Source: an optimization exercise on an open RTL-to-GDS flow (aim: a short achievable clock period and few clock cycles). Production flows keep margins and buffers that such runs may drop.
Function was checked by simulation only, so behaviour that the tests miss may differ from the original.
Power is estimated from default activity; no workload was simulated.

==> wip/garnet: inputs <==
// Risc_16_bit
module Risc_16_bit(
 input clk,
 input rst,
 output [15:0] imem_addr,
 input  [15:0] imem_data,
 output        dmem_we,
 output [2:0]  dmem_addr,
 output [15:0] dmem_wdata
);
Settings: LEC_CHECK=0, ABC_CLOCK_PERIOD_IN_PS=2000, CAP_MARGIN=20, CORE_MARGIN=2, CORE_UTILIZATION=40, SETUP_SLACK_MARGIN=4.0, SLEW_MARGIN=20; clock period 6.4 ns.
standard.sh (not shown) runs the stock make flow with config.mk's settings and CLKGATE_MAP_FILE= SYNTH_SCRIPT=/design/flow/synth_recipe.tcl, a recipe that flattens the netlist after the stock synthesis.
==> flow/flow/run.sh <==
#!/bin/bash
# The standard layout, with one synthesis change: no full/half adder cells
# (ADDER_MAP_FILE empty), so that ABC maps the adders as plain logic.
set -euo pipefail
bash standard.sh ADDER_MAP_FILE= finish > standard.log 2>&1
==> wip/tundra (differences from wip/garnet) <==
==> flow/design.v (replaced) <==
`timescale 1ns / 1ps
module Risc_16_bit(
 input clk,
 input rst,
 output [15:0] imem_addr,
 input  [15:0] imem_data,
 output        dmem_we,
 output [2:0]  dmem_addr,
 output [15:0] dmem_wdata
);
 integer i;
 reg [7:0]  pc;
 reg [15:0] rf  [0:7];
 reg [15:0] mem [0:7];
 reg [15:0] e_a, e_b;          
 reg [15:0] e_as;              
 reg [15:0] e_bs;              
 reg [15:0] e_nb;              
 reg        e_ci;              
 reg [2:0]  e_al;              
 reg [15:0] e_bw;              
 reg [15:0] e_m [0:7];         
 reg [2:0]  e_dst;             
 reg        e_we;              
 reg        e_add, e_sub, e_not, e_sll, e_srl, e_and, e_or, e_slt, e_lw;
 reg        e_sw, e_beq, e_bne, e_pred;
 reg [2:0]  e_imm;             
 reg [7:0]  e_alt;             
 reg [15:0] w_res;
 reg [2:0]  w_dst;
 reg        w_we;
 assign imem_addr = {7'd0, pc, 1'b0};
 wire [15:0] ins = imem_data;
 wire [3:0]  op  = ins[15:12];
 wire [2:0]  rs  = ins[11:9];
 wire [2:0]  rt  = ins[8:6];
 wire f_j   = (op == 4'b1101);
 wire f_beq = (op == 4'b1011);
 wire f_bne = (op == 4'b1100);
 wire f_lw  = (op == 4'b0000);
 wire f_sw  = (op == 4'b0001);
 wire f_rtype = !(f_j | f_beq | f_bne | f_lw | f_sw);
 wire f_pred = f_bne | (f_beq & ins[5]);
 wire f_sll = (op == 4'b0101);
 wire f_srl = (op == 4'b0110);
 wire f_sub = (op == 4'b0011);
 wire f_slt = (op == 4'b1001);
 wire [7:0] pc1   = pc + 8'd1;
 wire [5:0] t_lo;
 wire       t_c;
 ks_add #(6) tadd (.x(pc1[5:0]), .y(ins[5:0]), .ci(1'b0), .s(t_lo), .co(t_c));
 wire [1:0] h0 = pc1[7:6];
 wire [1:0] hp = pc1[7:6] + 2'd1;
 wire [1:0] hm = pc1[7:6] - 2'd1;
 wire [1:0] t_hi = ins[5] ? (t_c ? h0 : hm) : (t_c ? hp : h0);
 wire [7:0] f_tgt = {t_hi, t_lo};
 wire eq = (e_a == e_b);
 wire e_taken = (e_beq & eq) | (e_bne & ~eq);
 wire e_mis = (e_beq | e_bne) & (e_taken != e_pred);
 wire s_j   = ~e_mis & f_j;
 wire s_tgt = ~e_mis & ~f_j & f_pred;
 wire s_seq = ~e_mis & ~f_j & ~f_pred;
 wire [7:0] pc_next = ({8{e_mis}} & e_alt) | ({8{s_j}} & ins[7:0]) |
                      ({8{s_tgt}} & f_tgt) | ({8{s_seq}} & pc1);
 wire [15:0] res;
 wire fe_a = e_we & (e_dst == rs);
 wire fe_b = e_we & (e_dst == rt);
 wire fw_a = w_we & (w_dst == rs);
 wire fw_b = w_we & (w_dst == rt);
 wire [15:0] f_a = fe_a ? res : fw_a ? w_res : rf[rs];
 wire [15:0] f_b = fe_b ? res : fw_b ? w_res : rf[rt];
 wire [2:0]  ma = e_al + e_imm;
 reg  [15:0] mem_nx [0:7];
 always @(*)
  for (i = 0; i < 8; i = i + 1)
   mem_nx[i] = (e_sw && ma == i) ? e_bw : mem[i];
 reg  [15:0] m_rot [0:7];
 integer v, u;
 always @(*)
  for (v = 0; v < 8; v = v + 1) begin
   m_rot[v] = 16'd0;
   for (u = 0; u < 8; u = u + 1)
    m_rot[v] = m_rot[v] | ({16{ins[2:0] == u}} & mem_nx[(v + u) % 8]);
  end
 always @(posedge clk) begin
  if (rst) begin
   pc <= 8'd0;
   e_we <= 1'b0;
   {e_add, e_sub, e_not, e_sll, e_srl, e_and, e_or, e_slt, e_lw} <= 9'd0;
   {e_sw, e_beq, e_bne} <= 3'd0;
   w_we <= 1'b0;
  end else begin
   pc <= pc_next;
   w_we <= e_we;
   if (e_mis) begin
    e_we <= 1'b0;
    {e_add, e_sub, e_not, e_sll, e_srl, e_and, e_or, e_slt, e_lw} <= 9'd0;
    {e_sw, e_beq, e_bne} <= 3'd0;
   end else begin
    e_we  <= f_lw | f_rtype;
    e_add <= (op == 4'b0010) | (op == 4'b1010) | (op == 4'b1110) | (op == 4'b1111);
    e_sub <= f_sub;
    e_not <= (op == 4'b0100);
    e_sll <= f_sll;
    e_srl <= f_srl;
    e_and <= (op == 4'b0111);
    e_or  <= (op == 4'b1000);
    e_slt <= f_slt;
    e_lw  <= f_lw;
    e_sw  <= f_sw;
    e_beq <= f_beq;
    e_bne <= f_bne;
   end
  end
 end
 always @(posedge clk) begin
  e_a <= f_a;
  e_b <= f_b;
  e_as <= (f_sll | f_srl) ? f_a : 16'd0;
  e_bs <= (f_sll | f_srl) ? f_b : 16'd0;
  e_nb <= (f_sub | f_slt) ? ~f_b : 16'd0;
  e_ci <= f_sub | f_slt;
  e_al <= (f_lw | f_sw) ? f_a[2:0] : 3'd0;
  e_bw <= f_sw ? f_b : 16'd0;
  for (i = 0; i < 8; i = i + 1)
   e_m[i] <= m_rot[i];
  e_imm <= ins[2:0];
  e_alt <= f_pred ? pc1 : f_tgt;
  e_pred <= f_pred;
  e_dst <= f_lw ? rt : ins[5:3];
  w_res <= res;
  w_dst <= e_dst;
 end
 wire [15:0] a = e_a;
 wire [15:0] b = e_b;
 wire [15:0] sum, dif;
 wire        sco, dco;
 ks_add #(16) add_u (.x(a), .y(b),  .ci(1'b0), .s(sum), .co(sco));
 ks_add #(16) sub_u (.x(a), .y(e_nb), .ci(e_ci), .s(dif), .co(dco));
 wire        lt   = ~dco;             
 wire        big  = |e_bs[15:4];
 wire [15:0] sh1  = {16{~big}} & (16'd1 << e_bs[3:0]);
 reg  [15:0] shl, shr;
 integer k, j;
 always @(*) begin
  for (j = 0; j < 16; j = j + 1) begin
   shl[j] = 1'b0;
   shr[j] = 1'b0;
   for (k = 0; k < 16; k = k + 1) begin
    if (k <= j)     shl[j] = shl[j] | (sh1[k] & e_as[j-k]);
    if (j + k < 16) shr[j] = shr[j] | (sh1[k] & e_as[j+k]);
   end
  end
 end
 wire [15:0] ld = e_m[e_al];
 assign res =
   ({16{e_add}} & sum) |
   ({16{e_sub}} & dif) |
   ({16{e_not}} & ~a) |
   ({16{e_sll}} & shl) |
   ({16{e_srl}} & shr) |
   ({16{e_and}} & (a & b)) |
   ({16{e_or}}  & (a | b)) |
   ({16{e_slt}} & {15'd0, lt}) |
   ({16{e_lw}}  & ld);
 assign dmem_we    = e_sw;
 assign dmem_addr  = ma;
 assign dmem_wdata = e_bw;
 always @(posedge clk) begin
  if (rst) begin
   for (i = 0; i < 8; i = i + 1) begin
    rf[i]  <= 16'd0;
    mem[i] <= 16'd0;
   end
  end else begin
   if (w_we) rf[w_dst] <= w_res;
   for (i = 0; i < 8; i = i + 1)
    mem[i] <= mem_nx[i];
  end
 end
endmodule
`timescale 1ns / 1ps
module ks_add #(parameter W = 16) (
 input  [W-1:0] x,
 input  [W-1:0] y,
 input          ci,
 output [W-1:0] s,
 output         co
);
 localparam N = W + 1;
 localparam L = (N <= 2) ? 1 : (N <= 4) ? 2 : (N <= 8) ? 3 : (N <= 16) ? 4 : (N <= 32) ? 5 : 6;
 wire [N-1:0] g [0:L];
 wire [N-1:0] p [0:L];
 assign g[0] = {x & y, ci};
 assign p[0] = {x ^ y, 1'b0};
 genvar l, i;
 generate
  for (l = 0; l < L; l = l + 1) begin : lv
   for (i = 0; i < N; i = i + 1) begin : bt
    if (i >= (1 << l)) begin : m
     assign g[l+1][i] = g[l][i] | (p[l][i] & g[l][i-(1<<l)]);
     assign p[l+1][i] = p[l][i] & p[l][i-(1<<l)];
    end else begin : c
     assign g[l+1][i] = g[l][i];
     assign p[l+1][i] = p[l][i];
    end
   end
  end
 endgenerate
 assign s  = p[0][N-1:1] ^ g[L][N-2:0];
 assign co = g[L][N-1];
endmodule
==> flow/run.sh (new file) <==
#!/bin/bash
# synth_recipe.tcl (not shown) runs the flow's synth.tcl, then flattens the netlist and writes it again
# the make line also repeats each setting of config.mk as NAME=value (left out here)
make -C /OpenROAD-flow-scripts/flow DESIGN_CONFIG=/design/flow/config.mk WORK_HOME=/design/flow/orfs CLKGATE_MAP_FILE= SYNTH_SCRIPT=/design/flow/synth_recipe.tcl finish
removed: flow/flow/run.sh
removed: flow/standard.sh
==> impl_metrics.toml <==
[floorplanning]
die_w_um = 280

[worst_setup_path]
rrSetupSlack_ns = 3.29

[finish]
drive_above_1_share_pct = 34.9

[pwr]
seqPwrFrac_pct = 42.7

[run_status]
status = "timing/DRC/antenna clean"

[logic_synthesis]
netlist_instances = 3433

[routing]
routed.top_layer = "met5"

[sta]
period_share_pct = 49.9
The numbers above come from wip/tundra.

==> impl_metrics.toml <==
[logic_synthesis]
netlist_instances = 2400

[sta]
period_share_pct = 45.6

[run_status]
status = "timing/DRC/antenna clean"

[routing]
routed.top_layer = "met4"

[finish]
drive_above_1_share_pct = 31.7

[worst_setup_path]
rrSetupSlack_ns = 3.58

[pwr]
seqPwrFrac_pct = 42.9
The numbers above come from wip/garnet.

Testbench counts of wip/garnet, summed over its fixed seeds: cycles 25,148.
Testbench counts of wip/tundra, summed over its fixed seeds: cycles 24,956.

---

==> run D <==
Risc_16_bit, a different RTL version from the one above (not shown whole).
==> flow/config.mk <==
export PLATFORM = sky130hd
export DESIGN_NAME = Risc_16_bit
export DESIGN_NICKNAME = Risc_16_bit
export VERILOG_FILES = /design/flow/design.v
export SDC_FILE = /design/flow/constraint.sdc
export NUM_CORES = 4
export LEC_CHECK = 0
export ABC_CLOCK_PERIOD_IN_PS = 2000
export CAP_MARGIN = 20
export CORE_MARGIN = 2
export CORE_UTILIZATION = 40
export SETUP_SLACK_MARGIN = 4.0
export SLEW_MARGIN = 20
==> flow/constraint.sdc <==
create_clock -name core_clock -period 6.4 [get_ports {clk}]
set_input_delay 1.2800 -clock core_clock [delete_from_list [all_inputs] [get_ports {clk}]]
set_output_delay 1.2800 -clock core_clock [all_outputs]
set_load 0.01 [all_outputs]
==> flow/flow/run.sh <==
#!/bin/bash
# The standard layout, with one synthesis change: no full/half adder cells
# (ADDER_MAP_FILE empty), so that ABC maps the adders as plain logic.
set -euo pipefail
bash standard.sh ADDER_MAP_FILE= finish > standard.log 2>&1
==> run Y (differences from run D) <==
==> flow/design.v (replaced) <==
`timescale 1ns / 1ps
module Risc_16_bit(
 input clk,
 input rst,
 output [15:0] imem_addr,
 input  [15:0] imem_data,
 output reg        dmem_we,
 output reg [2:0]  dmem_addr,
 output reg [15:0] dmem_wdata
);
 integer i;
 reg [7:0]  pc;
 reg [15:0] rf  [0:7];
 reg [15:0] mem [0:7];
 reg [15:0] e_a, e_b;          
 reg [15:0] e_as;              
 reg [15:0] e_bs;              
 reg [15:0] e_nb;              
 reg        e_ci;              
 reg [2:0]  e_al;              
 reg [15:0] e_bw;              
 reg [2:0]  e_tw [0:7];        
 reg [2:0]  e_dst;             
 reg        e_we;              
 reg        e_add, e_sub, e_not, e_sll, e_srl, e_and, e_or, e_slt, e_lw;
 reg        e_sw, e_beq, e_bne, e_pred;
 reg [2:0]  e_imm;             
 reg [7:0]  e_alt;             
 reg [15:0] w_res;
 reg [2:0]  w_dst;
 reg        w_we;
 assign imem_addr = {7'd0, pc, 1'b0};
 wire [15:0] ins = imem_data;
 wire [3:0]  op  = ins[15:12];
 wire [2:0]  rs  = ins[11:9];
 wire [2:0]  rt  = ins[8:6];
 wire f_j   = (op == 4'b1101);
 wire f_beq = (op == 4'b1011);
 wire f_bne = (op == 4'b1100);
 wire f_lw  = (op == 4'b0000);
 wire f_sw  = (op == 4'b0001);
 wire f_rtype = !(f_j | f_beq | f_bne | f_lw | f_sw);
 wire f_pred = f_bne | (f_beq & ins[5]);
 wire f_sll = (op == 4'b0101);
 wire f_srl = (op == 4'b0110);
 wire f_sub = (op == 4'b0011);
 wire f_slt = (op == 4'b1001);
 wire [7:0] pc1   = pc + 8'd1;
 wire [5:0] t_lo;
 wire       t_c;
 ks_add #(6) tadd (.x(pc1[5:0]), .y(ins[5:0]), .ci(1'b0), .s(t_lo), .co(t_c));
 wire [1:0] h0 = pc1[7:6];
 wire [1:0] hp = pc1[7:6] + 2'd1;
 wire [1:0] hm = pc1[7:6] - 2'd1;
 wire [1:0] t_hi = ins[5] ? (t_c ? h0 : hm) : (t_c ? hp : h0);
 wire [7:0] f_tgt = {t_hi, t_lo};
 wire eq = (e_a == e_b);
 wire e_taken = (e_beq & eq) | (e_bne & ~eq);
 wire e_mis = (e_beq | e_bne) & (e_taken != e_pred);
 wire s_j   = ~e_mis & f_j;
 wire s_tgt = ~e_mis & ~f_j & f_pred;
 wire s_seq = ~e_mis & ~f_j & ~f_pred;
 wire [7:0] pc_next = ({8{e_mis}} & e_alt) | ({8{s_j}} & ins[7:0]) |
                      ({8{s_tgt}} & f_tgt) | ({8{s_seq}} & pc1);
 wire [15:0] res;
 wire fe_a = e_we & (e_dst == rs);
 wire fe_b = e_we & (e_dst == rt);
 wire fw_a = w_we & (w_dst == rs);
 wire fw_b = w_we & (w_dst == rt);
 wire [15:0] f_a = fe_a ? res : fw_a ? w_res : rf[rs];
 wire [15:0] f_b = fe_b ? res : fw_b ? w_res : rf[rt];
 wire [2:0]  ma = e_al + e_imm;
 reg  [7:0]  msel;
 always @(*)
  for (i = 0; i < 8; i = i + 1)
   msel[i] = (e_al == e_tw[i]);
 always @(posedge clk) begin
  if (rst) begin
   pc <= 8'd0;
   e_we <= 1'b0;
   {e_add, e_sub, e_not, e_sll, e_srl, e_and, e_or, e_slt, e_lw} <= 9'd0;
   {e_sw, e_beq, e_bne} <= 3'd0;
   w_we <= 1'b0;
  end else begin
   pc <= pc_next;
   w_we <= e_we;
   if (e_mis) begin
    e_we <= 1'b0;
    {e_add, e_sub, e_not, e_sll, e_srl, e_and, e_or, e_slt, e_lw} <= 9'd0;
    {e_sw, e_beq, e_bne} <= 3'd0;
   end else begin
    e_we  <= f_lw | f_rtype;
    e_add <= (op == 4'b0010) | (op == 4'b1010) | (op == 4'b1110) | (op == 4'b1111);
    e_sub <= f_sub;
    e_not <= (op == 4'b0100);
    e_sll <= f_sll;
    e_srl <= f_srl;
    e_and <= (op == 4'b0111);
    e_or  <= (op == 4'b1000);
    e_slt <= f_slt;
    e_lw  <= f_lw;
    e_sw  <= f_sw;
    e_beq <= f_beq;
    e_bne <= f_bne;
   end
  end
 end
 always @(posedge clk) begin
  dmem_addr  <= ma;
  dmem_wdata <= e_bw;
  e_a <= f_a;
  e_b <= f_b;
  e_as <= (f_sll | f_srl) ? f_a : 16'd0;
  e_bs <= (f_sll | f_srl) ? f_b : 16'd0;
  e_nb <= (f_sub | f_slt) ? ~f_b : 16'd0;
  e_ci <= f_sub | f_slt;
  e_al <= (f_lw | f_sw) ? f_a[2:0] : 3'd0;
  e_bw <= f_sw ? f_b : 16'd0;
  for (i = 0; i < 8; i = i + 1)
   e_tw[i] <= i[2:0] - ins[2:0];
  e_imm <= ins[2:0];
  e_alt <= f_pred ? pc1 : f_tgt;
  e_pred <= f_pred;
  e_dst <= f_lw ? rt : ins[5:3];
  w_res <= res;
  w_dst <= e_dst;
 end
 wire [15:0] a = e_a;
 wire [15:0] b = e_b;
 wire [15:0] sum, dif;
 wire        sco, dco;
 ks_add #(16) add_u (.x(a), .y(b),  .ci(1'b0), .s(sum), .co(sco));
 ks_add #(16) sub_u (.x(a), .y(e_nb), .ci(e_ci), .s(dif), .co(dco));
 wire        lt   = ~dco;             
 wire        big  = |e_bs[15:4];
 wire [15:0] sh1  = {16{~big}} & (16'd1 << e_bs[3:0]);
 reg  [15:0] shl, shr;
 integer k, j;
 always @(*) begin
  for (j = 0; j < 16; j = j + 1) begin
   shl[j] = 1'b0;
   shr[j] = 1'b0;
   for (k = 0; k < 16; k = k + 1) begin
    if (k <= j)     shl[j] = shl[j] | (sh1[k] & e_as[j-k]);
    if (j + k < 16) shr[j] = shr[j] | (sh1[k] & e_as[j+k]);
   end
  end
 end
 reg  [15:0] ld;
 always @(*) begin
  ld = 16'd0;
  for (i = 0; i < 8; i = i + 1)
   ld = ld | ({16{msel[i]}} & mem[i]);
 end
 assign res =
   ({16{e_add}} & sum) |
   ({16{e_sub}} & dif) |
   ({16{e_not}} & ~a) |
   ({16{e_sll}} & shl) |
   ({16{e_srl}} & shr) |
   ({16{e_and}} & (a & b)) |
   ({16{e_or}}  & (a | b)) |
   ({16{e_slt}} & {15'd0, lt}) |
   ({16{e_lw}}  & ld);
 always @(posedge clk) begin
  if (rst) begin
   for (i = 0; i < 8; i = i + 1) begin
    rf[i]  <= 16'd0;
    mem[i] <= 16'd0;
   end
   dmem_we <= 1'b0;
  end else begin
   dmem_we <= e_sw;
   if (w_we) rf[w_dst] <= w_res;
   for (i = 0; i < 8; i = i + 1)
    if (e_sw & msel[i]) mem[i] <= e_bw;
  end
 end
endmodule
`timescale 1ns / 1ps
module ks_add #(parameter W = 16) (
 input  [W-1:0] x,
 input  [W-1:0] y,
 input          ci,
 output [W-1:0] s,
 output         co
);
 localparam N = W + 1;
 localparam L = (N <= 2) ? 1 : (N <= 4) ? 2 : (N <= 8) ? 3 : (N <= 16) ? 4 : (N <= 32) ? 5 : 6;
 wire [N-1:0] g [0:L];
 wire [N-1:0] p [0:L];
 assign g[0] = {x & y, ci};
 assign p[0] = {x ^ y, 1'b0};
 genvar l, i;
 generate
  for (l = 0; l < L; l = l + 1) begin : lv
   for (i = 0; i < N; i = i + 1) begin : bt
    if (i >= (1 << l)) begin : m
     assign g[l+1][i] = g[l][i] | (p[l][i] & g[l][i-(1<<l)]);
     assign p[l+1][i] = p[l][i] & p[l][i-(1<<l)];
    end else begin : c
     assign g[l+1][i] = g[l][i];
     assign p[l+1][i] = p[l][i];
    end
   end
  end
 endgenerate
 assign s  = p[0][N-1:1] ^ g[L][N-2:0];
 assign co = g[L][N-1];
endmodule
CORE_UTILIZATION = 60   (was 40)
PLACE_DENSITY = 0.75   (was not set)
==> run X (differences from run D) <==
--- a/flow/design.v
+++ b/flow/design.v
@@ -7,18 +7,19 @@
  output        dmem_we,
  output [2:0]  dmem_addr,
  output [15:0] dmem_wdata
 );
  integer i;
  reg [7:0]  pc;
  reg [15:0] rf  [0:7];
+ reg [15:0] rf_sh [0:7];       
  reg [15:0] mem [0:7];
  reg [15:0] e_a, e_b;          
  reg [15:0] e_as;              
- reg [15:0] e_bs;              
+ reg [15:0] e_sh;              
  reg [15:0] e_nb;              
  reg        e_ci;              
  reg [2:0]  e_al;              
  reg [2:0]  e_tw [0:7];        
  reg [2:0]  e_dst;             
  reg        e_we;              
  reg        e_add, e_sub, e_not, e_sll, e_srl, e_and, e_or, e_slt, e_lw;
@@ -64,30 +65,35 @@
  wire [3:0] t_lo = lo_k[ins[2:0]];
  wire [4:0] t_h0 = h0_k[ins[5:3]];
  wire [4:0] t_h1 = h1_k[ins[5:3]];
  wire [7:0] f_tgt = {t_lo[3] ? t_h1 : t_h0, t_lo[2:0]};
  wire eq = (e_a == e_b);
  wire e_taken = (e_beq & eq) | (e_bne & ~eq);
  wire e_mis = (e_beq | e_bne) & (e_taken != e_pred);
- wire s_j   = ~e_mis & f_j;
- wire s_tgt = ~e_mis & ~f_j & f_pred;
- wire s_seq = ~e_mis & ~f_j & ~f_pred;
- wire [7:0] pc_next = ({8{e_mis}} & e_alt) | ({8{s_j}} & ins[7:0]) |
-                      ({8{s_tgt}} & f_tgt) | ({8{s_seq}} & pc1);
  wire [15:0] res;
  wire fe_a = e_we & (e_dst == rs);
  wire fe_b = e_we & (e_dst == rt);
  wire fw_a = w_we & (w_dst == rs);
  wire fw_b = w_we & (w_dst == rt);
  wire [15:0] o_a = fw_a ? w_res : rf[rs];    
- wire [15:0] o_b = fw_b ? w_res : rf[rt];
- wire f_sh  = f_sll | f_srl;
- wire f_mem = f_lw | f_sw;
- wire [15:0] n_a, n_b, n_as, n_bs, n_nb;
- wire [2:0]  n_al;
+ wire [15:0] f_a = fe_a ? res : o_a;
+ wire [15:0] f_b = fe_b ? res : fw_b ? w_res : rf[rt];
+ reg  [15:0] w_sh;
+ always @(*)
+  for (i = 0; i < 16; i = i + 1)
+   w_sh[i] = ~|w_res[15:4] & (w_res[3:0] == i);
+ wire [15:0] o_sh = fw_b ? w_sh : rf_sh[rt];
+ wire f_hold = (f_sll | f_srl) & fe_b;
+ wire s_hold = ~e_mis & f_hold;
+ wire s_j    = ~e_mis & ~f_hold & f_j;
+ wire s_tgt  = ~e_mis & ~f_hold & ~f_j & f_pred;
+ wire s_seq  = ~e_mis & ~f_hold & ~f_j & ~f_pred;
+ wire [7:0] pc_next = ({8{e_mis}} & e_alt) | ({8{s_hold}} & pc) |
+                      ({8{s_j}} & ins[7:0]) | ({8{s_tgt}} & f_tgt) |
+                      ({8{s_seq}} & pc1);
  wire [2:0]  ma = e_al + e_imm;
  reg  [7:0]  msel;
  always @(*)
   for (i = 0; i < 8; i = i + 1)
    msel[i] = (e_al == e_tw[i]);
  always @(posedge clk) begin
   if (rst) begin
@@ -95,15 +101,15 @@
    e_we <= 1'b0;
    {e_add, e_sub, e_not, e_sll, e_srl, e_and, e_or, e_slt, e_lw} <= 9'd0;
    {e_sw, e_beq, e_bne} <= 3'd0;
    w_we <= 1'b0;
   end else begin
    pc <= pc_next;
    w_we <= e_we;
-   if (e_mis) begin
+   if (e_mis | f_hold) begin
     e_we <= 1'b0;
     {e_add, e_sub, e_not, e_sll, e_srl, e_and, e_or, e_slt, e_lw} <= 9'd0;
     {e_sw, e_beq, e_bne} <= 3'd0;
    end else begin
     e_we  <= f_lw | f_rtype;
     e_add <= (op == 4'b0010) | (op == 4'b1010) | (op == 4'b1110) | (op == 4'b1111);
     e_sub <= f_sub;
@@ -121,21 +127,21 @@
   end
  end
  always @(posedge clk) begin
   e_early <= ~fe_a;
   e_pa <= o_a[2:0] + ins[2:0];
   r_addr <= ma;
   r_data <= e_b;
-  e_a <= n_a;
-  e_b <= n_b;
-  e_as <= n_as;
-  e_bs <= n_bs;
-  e_nb <= n_nb;
+  e_a <= f_a;
+  e_b <= f_b;
+  e_as <= (f_sll | f_srl) ? f_a : 16'd0;
+  e_sh <= (f_sll | f_srl) ? o_sh : 16'd0;
+  e_nb <= (f_sub | f_slt) ? ~f_b : 16'd0;
   e_ci <= f_sub | f_slt;
-  e_al <= n_al;
+  e_al <= (f_lw | f_sw) ? f_a[2:0] : 3'd0;
   for (i = 0; i < 8; i = i + 1)
    e_tw[i] <= i[2:0] - ins[2:0];
   e_imm <= ins[2:0];
   e_alt <= f_pred ? pc1 : f_tgt;
   e_pred <= f_pred;
   e_dst <= f_lw ? rt : ins[5:3];
   w_res <= res;
@@ -147,29 +153,17 @@
  wire [15:0] a = e_a;
  wire [15:0] b = e_b;
  wire [15:0] sum, dif;
  wire        sco, dco;
  ks_add #(16) add_u (.x(a), .y(b),  .ci(1'b0), .s(sum), .co(sco));
  ks_add #(16) sub_u (.x(a), .y(e_nb), .ci(e_ci), .s(dif), .co(dco));
  wire        lt   = ~dco;             
- wire        big  = |e_bs[15:4];
- wire [15:0] sh1  = 16'd1 << e_bs[3:0];
- wire        sll_ok = e_sll & ~big;
- wire        srl_ok = e_srl & ~big;
- wire [8:0] usel = {e_lw, e_slt, e_or, e_and, srl_ok, sll_ok, e_not, e_sub, e_add};
- wire [8:0] s_a  = usel & {9{fe_a}};
- wire [8:0] s_b  = usel & {9{fe_b}};
- wire [8:0] s_as = usel & {9{fe_a & f_sh}};
- wire [8:0] s_bs = usel & {9{fe_b & f_sh}};
- wire [8:0] s_al = usel & {9{fe_a & f_mem}};
- wire nf_a  = ~fe_a;
- wire nf_b  = ~fe_b;
- wire nf_as = ~fe_a & f_sh;
- wire nf_bs = ~fe_b & f_sh;
- wire nf_al = ~fe_a & f_mem;
+ wire [15:0] sh1  = e_sh;
+ wire        sll_ok = e_sll;
+ wire        srl_ok = e_srl;
  wire [15:0] shl, shr, ld;
  genvar gj, gk;
  generate
   for (gj = 0; gj < 16; gj = gj + 1) begin : shb
    wire [15:0] tl, tr;
    for (gk = 0; gk < 16; gk = gk + 1) begin : t
     if (gk <= gj) begin : l
@@ -190,61 +184,45 @@
    wire [7:0] tm;
    for (gk = 0; gk < 8; gk = gk + 1) begin : t
     assign tm[gk] = msel[gk] & mem[gk][gj];
    end
    assign ld[gj] = |tm;
   end
   for (gj = 0; gj < 16; gj = gj + 1) begin : rb
-   wire [8:0] u;
-   assign u[0] = sum[gj];
-   assign u[1] = dif[gj];
-   assign u[2] = ~a[gj];
-   assign u[3] = shl[gj];
-   assign u[4] = shr[gj];
-   assign u[5] = a[gj] & b[gj];
-   assign u[6] = a[gj] | b[gj];
-   assign u[7] = (gj == 0) ? lt : 1'b0;
-   assign u[8] = ld[gj];
-   assign res[gj] = |(u & usel);
-   fwd_sel fa  (.u(u), .s(s_a),  .n(nf_a),  .o(o_a[gj]), .y(n_a[gj]));
-   fwd_sel fb  (.u(u), .s(s_b),  .n(nf_b),  .o(o_b[gj]), .y(n_b[gj]));
-   fwd_sel fas (.u(u), .s(s_as), .n(nf_as), .o(o_a[gj]), .y(n_as[gj]));
-   fwd_sel fbs (.u(u), .s(s_bs), .n(nf_bs), .o(o_b[gj]), .y(n_bs[gj]));
-   wire nb_n;
-   fwd_sel fnb (.u(u), .s(s_b),  .n(nf_b),  .o(o_b[gj]), .y(nb_n));
-   assign n_nb[gj] = ~nb_n;
-   if (gj < 3) begin : al
-    fwd_sel fal (.u(u), .s(s_al), .n(nf_al), .o(o_a[gj]), .y(n_al[gj]));
-   end
+   wire [8:0] tr;
+   assign tr[0] = e_add & sum[gj];
+   assign tr[1] = e_sub & dif[gj];
+   assign tr[2] = e_not & ~a[gj];
+   assign tr[3] = sll_ok & shl[gj];
+   assign tr[4] = srl_ok & shr[gj];
+   assign tr[5] = e_and & a[gj] & b[gj];
+   assign tr[6] = e_or & (a[gj] | b[gj]);
+   assign tr[7] = (gj == 0) ? (e_slt & lt) : 1'b0;
+   assign tr[8] = e_lw & ld[gj];
+   assign res[gj] = |tr;
   end
  endgenerate
  always @(posedge clk) begin
   if (rst) begin
    for (i = 0; i < 8; i = i + 1) begin
     rf[i]  <= 16'd0;
+    rf_sh[i] <= 16'd1;
     mem[i] <= 16'd0;
    end
    r_pend <= 1'b0;
   end else begin
    r_pend <= e_sw & ~(e_early & ~r_pend);
-   if (w_we) rf[w_dst] <= w_res;
+   if (w_we) begin
+    rf[w_dst] <= w_res;
+    rf_sh[w_dst] <= w_sh;
+   end
    for (i = 0; i < 8; i = i + 1)
     if (e_sw & msel[i]) mem[i] <= e_b;
   end
  end
-endmodule
-`timescale 1ns / 1ps
-module fwd_sel(
- input  [8:0] u,
- input  [8:0] s,
- input        n,
- input        o,
- output       y
-);
- assign y = |{u & s, n & o};
 endmodule
 `timescale 1ns / 1ps
 module ks_add #(parameter W = 16) (
  input  [W-1:0] x,
  input  [W-1:0] y,
  input          ci,
  output [W-1:0] s,
==> qor.yml <==
pg_comb_mw: 1.83
cp_common_cell: "buf_6"
worstPathCellList: "buf_16 -> buf_6 -> mux2_4 -> buf_6"
outcome: "timing/DRC/antenna clean"
hp-start: "e_dst[2]$_DFF_P_"
met1_usage: 0.364
die_w_um: 272
netlist_top_cells_count: "nand2_1 (323), dfxtp_1 (303), nor2_1 (262)"
routed_via_density: 6.31
pg_clk_mw: 3.73
pwr-share-clk: 0.383
synthMuxAreaShare: 0.103
Source of the figures above: run X

==> qor.yml <==
die_w_um: 249
cp_common_cell: "buf_12"
hp-start: "e_b[10]$_DFF_P_"
netlist_top_cells_count: "dfxtp_1 (303), nor2_1 (240), a21oi_1 (235)"
met1_usage: 0.350
outcome: "timing/DRC/antenna clean"
synthMuxAreaShare: 0.112
pg_clk_mw: 2.98
pwr-share-clk: 0.370
worstPathCellList: "buf_12 -> buf_12 -> mux2_4 -> buf_6"
Source of the figures above: run D

==> qor.yml <==
netlist_top_cells_count: "dfxtp_1 (315), nand2_1 (250), a21oi_1 (198)"
pg_comb_mw: 1.59
hp-start: "e_dst[0]$_DFF_P_"
outcome: "timing/DRC/antenna clean"
worstPathCellList: "xnor2_1 -> and3_4 -> buf_12 -> a22oi_2 -> nand4_1 -> a221o_1 -> a221o_1 -> a221o_1 -> a21o_1 -> nor2b_1"
die_w_um: 200
met1_usage: 0.535
synthMuxAreaShare: 0.0925
Source of the figures above: run Y

Testbench counts of run D, summed over its fixed seeds: cycles 24,801.
Testbench counts of run Y, summed over its fixed seeds: cycles 25,148.
Testbench counts of run X, summed over its fixed seeds: cycles 24,993.

## static timing again, ports no longer ideal
No port has a modelled driver above. Below, the same layouts with a new extraction and two added sets of constraints. Step 1, drivers: a clkbuf_16 drives clk and a buf_2 each remaining input, both assumed. Step 2 adds t to the input delays and takes it off the output delays; t is the mean of the earliest and latest rising clock arrival at the registers after step 1. Input paths then give back, and output paths get back, about the clock's delay inside the block. Slacks: ideal / step 1 / step 2; pairs: ideal / step 1.
| run | t, ns | setup slack, ns | clock arrival spread, ns | worst slew at a driven data input, ns |
|---|---|---|---|---|
| wip/garnet | 0.653 | 3.483 / 3.362 / 2.709 | 0.031 / 0.031 | 0.21 |
| wip/tundra | 0.698 | 3.203 / 3.139 / 2.902 | 0.031 / 0.032 | 0.09 |
| run D | 0.661 | 3.426 / 3.365 / 3.217 | 0.054 / 0.053 | 0.07 |
| run Y | 0.637 | 3.324 / 3.324 / 2.828 | 0.033 / 0.033 | 0.07 |
| run X | 0.726 | 3.314 / 3.241 / 2.971 | 0.035 / 0.036 | 0.24 |
After both steps every run listed still meets setup and hold. The setup slack of wip/garnet, which loses most, moves by -0.121 ns with the drivers and by -0.774 ns with both steps.
